Background: an optimization exercise with open tools, aiming at small area. Do not read the settings as production practice. RTL that was checked went through simulation tests only; none was proved equivalent to the original. Power is estimated from default activity; no workload was simulated.

==> v29 <==
Design hub75, start of the top module:
module hub75 #(
    parameter FIFO_WIDTH = 64,
    parameter OUT_REG = 6,
    parameter CLK_SPEED = 40_000_000
) (
    input wire clk,
    input wire s_axi_valid,
    output logic s_axi_ready,
    input wire reset_n,
    input wire [FIFO_WIDTH - 1 : 0] r0_in,
    input wire [FIFO_WIDTH - 1 : 0] g0_in,
    input wire [FIFO_WIDTH - 1 : 0] b0_in,
    input wire [FIFO_WIDTH - 1 : 0] r1_in,
    input wire [FIFO_WIDTH - 1 : 0] g1_in,
    input wire [FIFO_WIDTH - 1 : 0] b1_in,
    output logic r0_out,
    output logic g0_out,
    output logic b0_out,
    output logic r1_out,
    output logic g1_out,
    output logic b1_out,
    output logic [5 - 1 : 0] addr_out,
    output logic blank,
    output logic latch_out,
    output logic clk_out
);
Settings: LEC_CHECK=0, CAP_MARGIN=5, CORE_MARGIN=2, CORE_UTILIZATION=65, PLACE_DENSITY=0.75, SLEW_MARGIN=5; clock period 10.0 ns.
standard.sh (not shown) runs the stock make flow with config.mk's settings and CLKGATE_MAP_FILE= SYNTH_SCRIPT=/design/flow/synth_recipe.tcl, a recipe that flattens the netlist after the stock synthesis.
==> flow/flow/run.sh <==
#!/bin/bash
# The standard layout (standard.sh), with these changes:
#  - synthesis: no half/full-adder cells from Yosys's extract_fa, and an area-oriented abc
#    script (flow/area.abc) through flow/synth.tcl, a copy of synth_recipe.tcl;
#  - the smallest buffer on the ports;
#  - a clock tree of clkbuf_8 leaves, about 20 flip-flops each, without dummy loads.
set -euo pipefail
here=$(pwd)
FLOW_ABC_SCRIPT=$here/flow/area.abc bash standard.sh \
  "SYNTH_SCRIPT=$here/flow/synth.tcl" \
  "ADDER_MAP_FILE=" \
  "BUFFER_PORTS_ARGS=-buffer_cell sky130_fd_sc_hd__buf_1" \
  "CTS_ARGS=-sink_clustering_enable -repair_clock_nets -buf_list {sky130_fd_sc_hd__clkbuf_8} -sink_clustering_size 20 -sink_clustering_max_diameter 100 -dont_use_dummy_load" \
  finish > standard_flow.log 2>&1
==> flow/flow/area.abc <==
&get -n
&st
&syn2
&dch -f
&nf -a -R 1000
&put
==> flow/flow/synth.tcl <==
# The standard flow's synthesis script (synth_recipe.tcl), with abc's mapping script replaced by
# FLOW_ABC_SCRIPT when that is set: an area-oriented script instead of ORFS's speed one.
# Only abc's combinational mapping changes; the registers come from the same passes.
proc synth {args} { yosys synth -nofsm -noshare {*}$args }
proc abc {args} {
  set i [lsearch -exact $args -script]
  if { $i >= 0 && [info exists ::env(FLOW_ABC_SCRIPT)] } {
    lset args [expr {$i + 1}] $::env(FLOW_ABC_SCRIPT)
  }
  yosys abc {*}$args
}
source $::env(SCRIPTS_DIR)/synth.tcl
# left out here: clear keep_hierarchy, flatten, clean up, hide names made inside functions, write 1_2_yosys.v
==> v28 (differences from v29) <==
==> flow/config.mk (replaced) <==
export PLATFORM = sky130hd
export DESIGN_NAME = hub75
export DESIGN_NICKNAME = hub75
export VERILOG_FILES = /design/flow/design.v
export SDC_FILE = /design/flow/constraint.sdc
export NUM_CORES = 4
export LEC_CHECK = 0
export CAP_MARGIN = 5
export CORE_MARGIN = 2
export CORE_UTILIZATION = 72
export PLACE_DENSITY = 0.8
export SLEW_MARGIN = 5
==> v24 (differences from v29) <==
--- a/flow/design.v
+++ b/flow/design.v
@@ -67,29 +67,29 @@
       s_axi_ready <= 1'b0;
       sh <= 1'b0;
       clk_out <= 1'b0;
       s3 <= 1'b0;
       post <= 1'b0;
       latch_out <= 1'b0;
       blank <= 1'b1;
       vd <= 1'b0;
-      addr_cnt <= 3'd0;
+      addr_cnt <= '0;
       addr_out <= '0;
     end else begin
       s_axi_ready <= s6 | rst_st | (s_axi_ready & ~s_axi_valid);
       sh <= ldv | (sh & ~(clk_out & done));
       clk_out <= sh & ~clk_out;
       s3 <= (clk_out & done) | (s3 & ~tz);
       post <= (s3 & tz) | (post & ~cnt[0]);
       latch_out <= s6;
       blank <= ~(vd & (s_axi_ready | sh | s3));
       if (s6) vd <= 1'b1;
-      if (s6) addr_cnt <= {addr_cnt[2] ^ (addr_cnt[1] & addr_cnt[0]), addr_cnt[1] ^ addr_cnt[0], ~addr_cnt[0]};
-      if (s5 && vd && addr_cnt == 3'd0) addr_out <= addr_out ^ {&addr_out[3:0], &addr_out[2:0], &addr_out[1:0], addr_out[0], 1'b1};
+      if (s6) addr_cnt <= addr_cnt + 3'd1;
+      if (s5 && vd && addr_cnt == 3'd0) addr_out <= addr_out + 5'd1;
     end
   end
   always_ff @(posedge clk) begin
     if (s6) tmr <= tload;
     else tmr <= {tmr[12:0], tfb};
     if (s_axi_ready | s3) cnt <= 7'd66;
     else cnt <= {cnt[5:0], ~(^{cnt[6], cnt[5]})};
   end
==> flow/flow/run.sh (replaced) <==
#!/bin/bash
# Standard layout, with the smallest buffer on the ports and a leaner clock tree.
set -euo pipefail
bash standard.sh "BUFFER_PORTS_ARGS=-buffer_cell sky130_fd_sc_hd__buf_1" \
  "CTS_ARGS=-sink_clustering_enable -repair_clock_nets -buf_list {sky130_fd_sc_hd__clkbuf_8} -sink_clustering_size 20 -sink_clustering_max_diameter 100 -dont_use_dummy_load" \
  finish > standard_flow.log 2>&1
==> flow/config.mk (replaced) <==
export PLATFORM = sky130hd
export DESIGN_NAME = hub75
export DESIGN_NICKNAME = hub75
export VERILOG_FILES = /design/flow/design.v
export SDC_FILE = /design/flow/constraint.sdc
export NUM_CORES = 4
export LEC_CHECK = 0
export CAP_MARGIN = 20
export CORE_MARGIN = 2
export CORE_UTILIZATION = 65
export PLACE_DENSITY = 0.75
export SLEW_MARGIN = 20
removed: flow/flow/area.abc
removed: flow/flow/synth.tcl
==> v14 (differences from v29) <==
--- a/flow/design.v
+++ b/flow/design.v
@@ -67,29 +67,29 @@
       s_axi_ready <= 1'b0;
       sh <= 1'b0;
       clk_out <= 1'b0;
       s3 <= 1'b0;
       post <= 1'b0;
       latch_out <= 1'b0;
       blank <= 1'b1;
       vd <= 1'b0;
-      addr_cnt <= 3'd0;
+      addr_cnt <= '0;
       addr_out <= '0;
     end else begin
       s_axi_ready <= s6 | rst_st | (s_axi_ready & ~s_axi_valid);
       sh <= ldv | (sh & ~(clk_out & done));
       clk_out <= sh & ~clk_out;
       s3 <= (clk_out & done) | (s3 & ~tz);
       post <= (s3 & tz) | (post & ~cnt[0]);
       latch_out <= s6;
       blank <= ~(vd & (s_axi_ready | sh | s3));
       if (s6) vd <= 1'b1;
-      if (s6) addr_cnt <= {addr_cnt[2] ^ (addr_cnt[1] & addr_cnt[0]), addr_cnt[1] ^ addr_cnt[0], ~addr_cnt[0]};
-      if (s5 && vd && addr_cnt == 3'd0) addr_out <= addr_out ^ {&addr_out[3:0], &addr_out[2:0], &addr_out[1:0], addr_out[0], 1'b1};
+      if (s6) addr_cnt <= addr_cnt + 3'd1;
+      if (s5 && vd && addr_cnt == 3'd0) addr_out <= addr_out + 5'd1;
     end
   end
   always_ff @(posedge clk) begin
     if (s6) tmr <= tload;
     else tmr <= {tmr[12:0], tfb};
     if (s_axi_ready | s3) cnt <= 7'd66;
     else cnt <= {cnt[5:0], ~(^{cnt[6], cnt[5]})};
   end
==> flow/flow/run.sh (replaced) <==
#!/bin/bash
# Standard layout, with the smallest buffer on the ports and a leaner clock tree.
set -euo pipefail
bash standard.sh "BUFFER_PORTS_ARGS=-buffer_cell sky130_fd_sc_hd__buf_1" \
  "CTS_ARGS=-sink_clustering_enable -repair_clock_nets -buf_list {sky130_fd_sc_hd__clkbuf_8} -sink_clustering_size 20 -sink_clustering_max_diameter 100 -dont_use_dummy_load" \
  finish > standard_flow.log 2>&1
removed: flow/flow/area.abc
removed: flow/flow/synth.tcl
==> reports/qor.yml <==
outcome: "complete, no violations"
inverters: 7
switching_share_pct: 24.2
dpl.cell_count: 1559
clockPowerShare_pct: 22.0
initial_utilization_pct: 66.7
vdd_drop_max_mv: 0.157
worstPathMaxFanout: 110
most-common-layout-cells: "dfxtp_1, buf_1, o22ai_1, clkbuf_8, nand2_1"
gr-usage-all-layers_pct: 28.8
vias_per_cell: 5.73
area_growth_pct: 15.1
met1_length_um: 12100
finalWorstSetupSlack_ns: 6.12
synthMuxAreaShare_pct: 0.726
p_seq_mw: 2.07
max_slew.worst_pin.slew_ns: 1.17
fill_cells: 1296
route.met2.wl_um: 14000
[end of results for v14]
==> reports/qor.yml <==
comb_power_mw: 0.355
initial_utilization_pct: 66.5
inverters: 2
tap_cells: 225
max_slew.worst_pin.slew_ns: 1.31
clockPowerShare_pct: 22.3
worstPathMaxFanout: 49
vias_per_cell: 5.81
vdd_drop_max_mv: 0.169
area_growth_pct: 19.2
worst-path-stages: 1
finalWorstSetupSlack_ns: 6.54
final_common_cell: "dfxtp_1"
met1_length_um: 11900
outcome: "complete, no violations"
fill_cells: 1160
switching_share_pct: 24.2
dpl.cell_count: 1541
synthMuxAreaShare_pct: 0.587
[end of results for v29]
==> reports/qor.yml <==
outcome: "complete, no violations"
most-common-layout-cells: "dfxtp_1, buf_1, o22ai_1, clkbuf_8, nand2_1"
dpl.cell_count: 1559
switching_share_pct: 24.2
max_slew.worst_pin.slew_ns: 0.991
synthMuxAreaShare_pct: 0.726
fmax_ghz: 0.267
worstPathMaxFanout: 65
p_seq_mw: 2.06
finClkSkew_ns: 0.0671
worstSetupEndpointType: "output port"
route.met2.wl_um: 14000
clockPowerShare_pct: 22.0
fill_cells: 1289
met1_length_um: 12300
finalWorstSetupSlack_ns: 6.25
vias_per_cell: 5.72
inverters: 7
[end of results for v24]
==> reports/qor.yml <==
max_slew.worst_pin.slew_ns: 1.13
most-common-layout-cells: "dfxtp_1, buf_1, o22ai_1, clkbuf_8, nand2_1"
dpl.cell_count: 1533
clockPowerShare_pct: 22.2
area_growth_pct: 19.0
initial_utilization_pct: 72.9
synthMuxAreaShare_pct: 0.587
met1_length_um: 12200
finalWorstSetupSlack_ns: 6.13
vias_per_cell: 5.86
p_seq_mw: 2.06
vdd_drop_max_mv: 0.183
worstPathMaxFanout: 97
route.met2.wl_um: 15200
switching_share_pct: 24.4
outcome: "complete, no violations"
[end of results for v28]

========
==> inputs of job 7170 <==
Another version of the RTL of hub75 (not shown whole).
clock: 10.0 ns
lec_check: 0
cap_margin: 20
core_margin: 2
core_utilization: 65
place_density: 0.75
slew_margin: 20
==> flow/flow/run.sh <==
#!/bin/bash
# Standard layout, with the smallest buffer on the ports and a leaner clock tree.
set -euo pipefail
bash standard.sh "BUFFER_PORTS_ARGS=-buffer_cell sky130_fd_sc_hd__buf_1" \
  "CTS_ARGS=-sink_clustering_enable -repair_clock_nets -buf_list {sky130_fd_sc_hd__clkbuf_8} -sink_clustering_size 18 -sink_clustering_max_diameter 100 -dont_use_dummy_load" \
  finish > standard_flow.log 2>&1
==> job 7688 (differences from job 7170) <==
==> flow/flow/run.sh (replaced) <==
#!/bin/bash
# Standard layout, with the smallest buffer on the ports and a leaner clock tree.
set -euo pipefail
bash standard.sh "BUFFER_PORTS_ARGS=-buffer_cell sky130_fd_sc_hd__buf_1" \
  "CTS_ARGS=-sink_clustering_enable -repair_clock_nets -buf_list {sky130_fd_sc_hd__clkbuf_8} -sink_clustering_size 17 -sink_clustering_max_diameter 60 -dont_use_dummy_load" \
  finish > standard_flow.log 2>&1
==> flow/config.mk (replaced) <==
export PLATFORM = sky130hd
export DESIGN_NAME = hub75
export DESIGN_NICKNAME = hub75
export VERILOG_FILES = /design/flow/design.v
export SDC_FILE = /design/flow/constraint.sdc
export NUM_CORES = 4
export LEC_CHECK = 0
export CAP_MARGIN = 20
export CORE_MARGIN = 2
export CORE_UTILIZATION = 40
export SLEW_MARGIN = 20
==> job 104 (differences from job 7170) <==
--- a/flow/design.v
+++ b/flow/design.v
@@ -38,30 +38,29 @@
   logic [63:0] din [6];
   assign din[0] = r0_in;
   assign din[1] = g0_in;
   assign din[2] = b0_in;
   assign din[3] = r1_in;
   assign din[4] = g1_in;
   assign din[5] = b1_in;
-  assign tload[0] = 8'b00011111 >> addr_cnt;
-  assign tload[1] = 8'b10010010 >> addr_cnt;
-  assign tload[2] = 8'b10100001 >> addr_cnt;
-  assign tload[3] = 8'b11011000 >> addr_cnt;
-  assign tload[4] = 8'b10111110 >> addr_cnt;
-  assign tload[5] = 8'b10110110 >> addr_cnt;
-  assign tload[6] = 8'b01101100 >> addr_cnt;
-  assign tload[7] = 8'b01101001 >> addr_cnt;
-  assign tload[8] = 8'b10001101 >> addr_cnt;
-  assign tload[9] = 8'b01011010 >> addr_cnt;
-  assign tload[10] = 8'b10101001 >> addr_cnt;
-  assign tload[11] = 8'b01011110 >> addr_cnt;
-  assign tload[12] = 8'b11111011 >> addr_cnt;
-  assign tload[13] = 8'b01000100 >> addr_cnt;
+  always_comb begin
+    case (addr_cnt)
+      3'd0: tload = 14'd0;
+      3'd1: tload = 14'd13990;
+      3'd2: tload = 14'd3472;
+      3'd3: tload = 14'd10367;
+      3'd4: tload = 14'd640;
+      3'd5: tload = 14'd14945;
+      3'd6: tload = 14'd851;
+      3'd7: tload = 14'd10089;
+      default: tload = 'x;
+    endcase
+  end
   assign done = (cnt == 7'd0);
-  assign tterm = (tmr == 14'd9714);
+  assign tterm = (tmr == 14'd5077);
   assign rst_st = ~(s_axi_ready | sh | s3 | s4 | s5 | s6);
   assign ldv = s_axi_ready & s_axi_valid;
   always_ff @(posedge clk) begin
     if (reset_n == 1'b0) begin
       s_axi_ready <= 1'b0;
       ld_n <= 1'b1;
       sh <= 1'b0;
==> flow/run.sh (new file) <==
#!/bin/bash
# synth_recipe.tcl (not shown) runs the flow's synth.tcl, then flattens the netlist and writes it again
# the make line also repeats each setting of config.mk as NAME=value (left out here)
make -C /OpenROAD-flow-scripts/flow DESIGN_CONFIG=/design/flow/config.mk WORK_HOME=/design/flow/orfs CLKGATE_MAP_FILE= SYNTH_SCRIPT=/design/flow/synth_recipe.tcl finish
==> flow/config.mk (replaced) <==
export PLATFORM = sky130hd
export DESIGN_NAME = hub75
export DESIGN_NICKNAME = hub75
export VERILOG_FILES = /design/flow/design.v
export SDC_FILE = /design/flow/constraint.sdc
export NUM_CORES = 4
export LEC_CHECK = 0
export CAP_MARGIN = 20
export CORE_MARGIN = 2
export CORE_UTILIZATION = 40
export CTS_BUF_LIST = sky130_fd_sc_hd__clkbuf_4
export CTS_CLUSTER_SIZE = 20
export SLEW_MARGIN = 20
removed: flow/flow/run.sh
removed: flow/standard.sh
==> job 866 (differences from job 7170) <==
--- a/flow/design.v
+++ b/flow/design.v
@@ -38,30 +38,30 @@
   logic [63:0] din [6];
   assign din[0] = r0_in;
   assign din[1] = g0_in;
   assign din[2] = b0_in;
   assign din[3] = r1_in;
   assign din[4] = g1_in;
   assign din[5] = b1_in;
-  assign tload[0] = 8'b00011111 >> addr_cnt;
-  assign tload[1] = 8'b10010010 >> addr_cnt;
-  assign tload[2] = 8'b10100001 >> addr_cnt;
-  assign tload[3] = 8'b11011000 >> addr_cnt;
-  assign tload[4] = 8'b10111110 >> addr_cnt;
-  assign tload[5] = 8'b10110110 >> addr_cnt;
-  assign tload[6] = 8'b01101100 >> addr_cnt;
-  assign tload[7] = 8'b01101001 >> addr_cnt;
-  assign tload[8] = 8'b10001101 >> addr_cnt;
-  assign tload[9] = 8'b01011010 >> addr_cnt;
-  assign tload[10] = 8'b10101001 >> addr_cnt;
-  assign tload[11] = 8'b01011110 >> addr_cnt;
-  assign tload[12] = 8'b11111011 >> addr_cnt;
-  assign tload[13] = 8'b01000100 >> addr_cnt;
+  assign tload[0] = 8'b11101000 >> addr_cnt;
+  assign tload[1] = 8'b01001010 >> addr_cnt;
+  assign tload[2] = 8'b00001010 >> addr_cnt;
+  assign tload[3] = 8'b10001000 >> addr_cnt;
+  assign tload[4] = 8'b01001100 >> addr_cnt;
+  assign tload[5] = 8'b10101010 >> addr_cnt;
+  assign tload[6] = 8'b11101000 >> addr_cnt;
+  assign tload[7] = 8'b00010110 >> addr_cnt;
+  assign tload[8] = 8'b11000100 >> addr_cnt;
+  assign tload[9] = 8'b11110010 >> addr_cnt;
+  assign tload[10] = 8'b10000110 >> addr_cnt;
+  assign tload[11] = 8'b00101100 >> addr_cnt;
+  assign tload[12] = 8'b00100010 >> addr_cnt;
+  assign tload[13] = 8'b10101010 >> addr_cnt;
   assign done = (cnt == 7'd0);
-  assign tterm = (tmr == 14'd9714);
+  assign tterm = (tmr == 14'd5077);
   assign rst_st = ~(s_axi_ready | sh | s3 | s4 | s5 | s6);
   assign ldv = s_axi_ready & s_axi_valid;
   always_ff @(posedge clk) begin
     if (reset_n == 1'b0) begin
       s_axi_ready <= 1'b0;
       ld_n <= 1'b1;
       sh <= 1'b0;
==> flow/flow/run.sh (replaced) <==
#!/bin/bash
# Standard layout, with the smallest buffer on the ports and a leaner clock tree.
set -euo pipefail
bash standard.sh "BUFFER_PORTS_ARGS=-buffer_cell sky130_fd_sc_hd__buf_1" \
  "CTS_ARGS=-sink_clustering_enable -repair_clock_nets -buf_list {sky130_fd_sc_hd__clkbuf_8 sky130_fd_sc_hd__clkbuf_16} -sink_clustering_size 30 -sink_clustering_max_diameter 100 -dont_use_dummy_load" \
  finish > standard_flow.log 2>&1
==> summary of the runs <==
Non-clock buffer count is the same in job 104 and job 7170. Against job 104, the flip-flop and latch count of job 7688 is lower by 12. In job 104 the design area is higher than in job 7688, by 26%. In job 866 the first-iteration DRC count is higher than in job 7688, by about 13%. Between job 7170 and job 7688, the lower combinational power is in job 7688 (gap about 3%, measured against job 7688). Of job 866 and job 7688, job 866 has the higher utilization (gap 28 points). The highest total power belongs to job 104, the lowest to job 7170. In sequential power, job 7688 and job 866 hardly differ. In job 7688 the clock-buffer cell count is lower than in job 104, by 127. The highest sequential share of layout area belongs to job 7170, the lowest to job 104. Register-to-register slack: job 7170 > job 7688 > job 104 > job 866.
==> figures <==
| item | job 866 | job 104 | job 7688 | job 7170 |
|---|---|---|---|---|
| Clock insertion delay at the later pin of the skew report | 0.52 ns | 0.72 ns | 0.61 ns | 0.58 ns |
| Peak VDD IR | 0.152 mV | 0.138 mV | 0.126 mV | 0.185 mV |
| Routed length on met2 | 14200 um | 16100 um | 13300 um | 14200 um |
| Clock group total power | 0.804 mW | 1.38 mW | 0.771 mW | 0.721 mW |
| Run status | no timing/DRC/antenna violations | no timing/DRC/antenna violations | no timing/DRC/antenna violations | no timing/DRC/antenna violations |
| Mean instance size in the synthesized netlist | 12.1 um^2 | 12.2 um^2 | 11.9 um^2 | 11.9 um^2 |
| Hold-critical path endpoint | ring[0][38]$_DFF_P_ | ring[4][50]$_DFF_P_ | ring[4][47]$_DFF_P_ | ring[0][16]$_DFF_P_ |
| Seq/total area | 60.9% | 49.2% | 60.3% | 61.1% |
| H-Tree Depth | 1 | 3 | 1 | 1 |
| Crit path largest cell delay | 0.68 ns | 0.76 ns | 0.93 ns | 0.72 ns |
| Simple logic cell fraction of the synthesized area | 2.72% | 2.17% | 2.41% | 2.41% |
| Worst reg2reg setup slack | 6.79 ns | 6.86 ns | 7.02 ns | 7.09 ns |
| Pre-CTS WS | 6.85 ns | 5.82 ns | 6.86 ns | 6.69 ns |
| FF-to-FF Start | s_axi_ready$_SDFF_PN0_ | s_axi_ready$_SDFF_PN0_ | ld_n$_SDFF_PN1_ | ld_n$_SDFF_PN1_ |
| Fmax | 290 MHz | 244 MHz | 267 MHz | 260 MHz |
| Mapped Area | 12200 um^2 | 12500 um^2 | 12100 um^2 | 12100 um^2 |
| Largest fanout on the critical path | 51 | 61 | 87 | 62 |
| Number of instances in the placed design | 1562 | 1731 | 1721 | 1559 |
| Data arrival time of the critical path | 1.45 ns | 2.11 ns | 1.74 ns | 1.85 ns |
| Met1 layer wirelength in the final routing | 12500 um | 14700 um | 13100 um | 12600 um |
| Final nets | 1744 | 1841 | 1758 | 1755 |
| Final non-clock buffer share | 11.1% | 22.7% | 11.0% | 11.4% |
| Static leakage | 5.17 nW | 6.97 nW | 5.13 nW | 5.12 nW |
No functional check of the RTL was part of job 7170 and job 7688.

-- port drivers added, routing unchanged --
The flow's constraints put no driver on any port. The routed layouts listed below were extracted and timed again, unchanged, in two steps. Step 1 (the two cells are an assumption about what drives the block):
set clk [get_ports {clk}]
set_driving_cell -lib_cell sky130_fd_sc_hd__clkbuf_16 $clk
set_driving_cell -lib_cell sky130_fd_sc_hd__buf_2 [delete_from_list [all_inputs] $clk]
Step 2 moves the port delays by t, midway between the first and last clock arrival at a register: inputs arrive t later, outputs are due t later. That takes back most of the time a late clock gives input paths. Three values: no drivers, after step 1, after step 2; two values: the first two.
run | shift t [ns] | setup slack, ns | hold slack, ns
v29 | 0.572 | 6.540 / 6.498 / 6.798 | 0.331 / 0.331 / 0.331
v28 | 0.569 | 6.131 / 6.092 / 6.467 | 0.375 / 0.375 / 0.375
v24 | 0.573 | 6.251 / 6.210 / 6.783 | 0.353 / 0.353 / 0.353
v14 | 0.571 | 6.116 / 6.076 / 6.647 | 0.351 / 0.351 / 0.351
job 7170 | 0.604 | 6.154 / 6.115 / 6.719 | 0.402 / 0.402 / 0.402
job 7688 | 0.629 | 6.259 / 6.211 / 6.840 | 0.387 / 0.387 / 0.387
job 104 | 0.736 | 5.895 / 5.857 / 5.810 | 0.380 / 0.380 / 0.380
job 866 | 0.534 | 6.552 / 6.506 / 6.790 | 0.355 / 0.355 / 0.355
After both steps setup and hold are still met in every run listed. For job 104, which loses most, drivers alone change the setup slack by -0.038 ns; drivers and shift together by -0.085 ns.
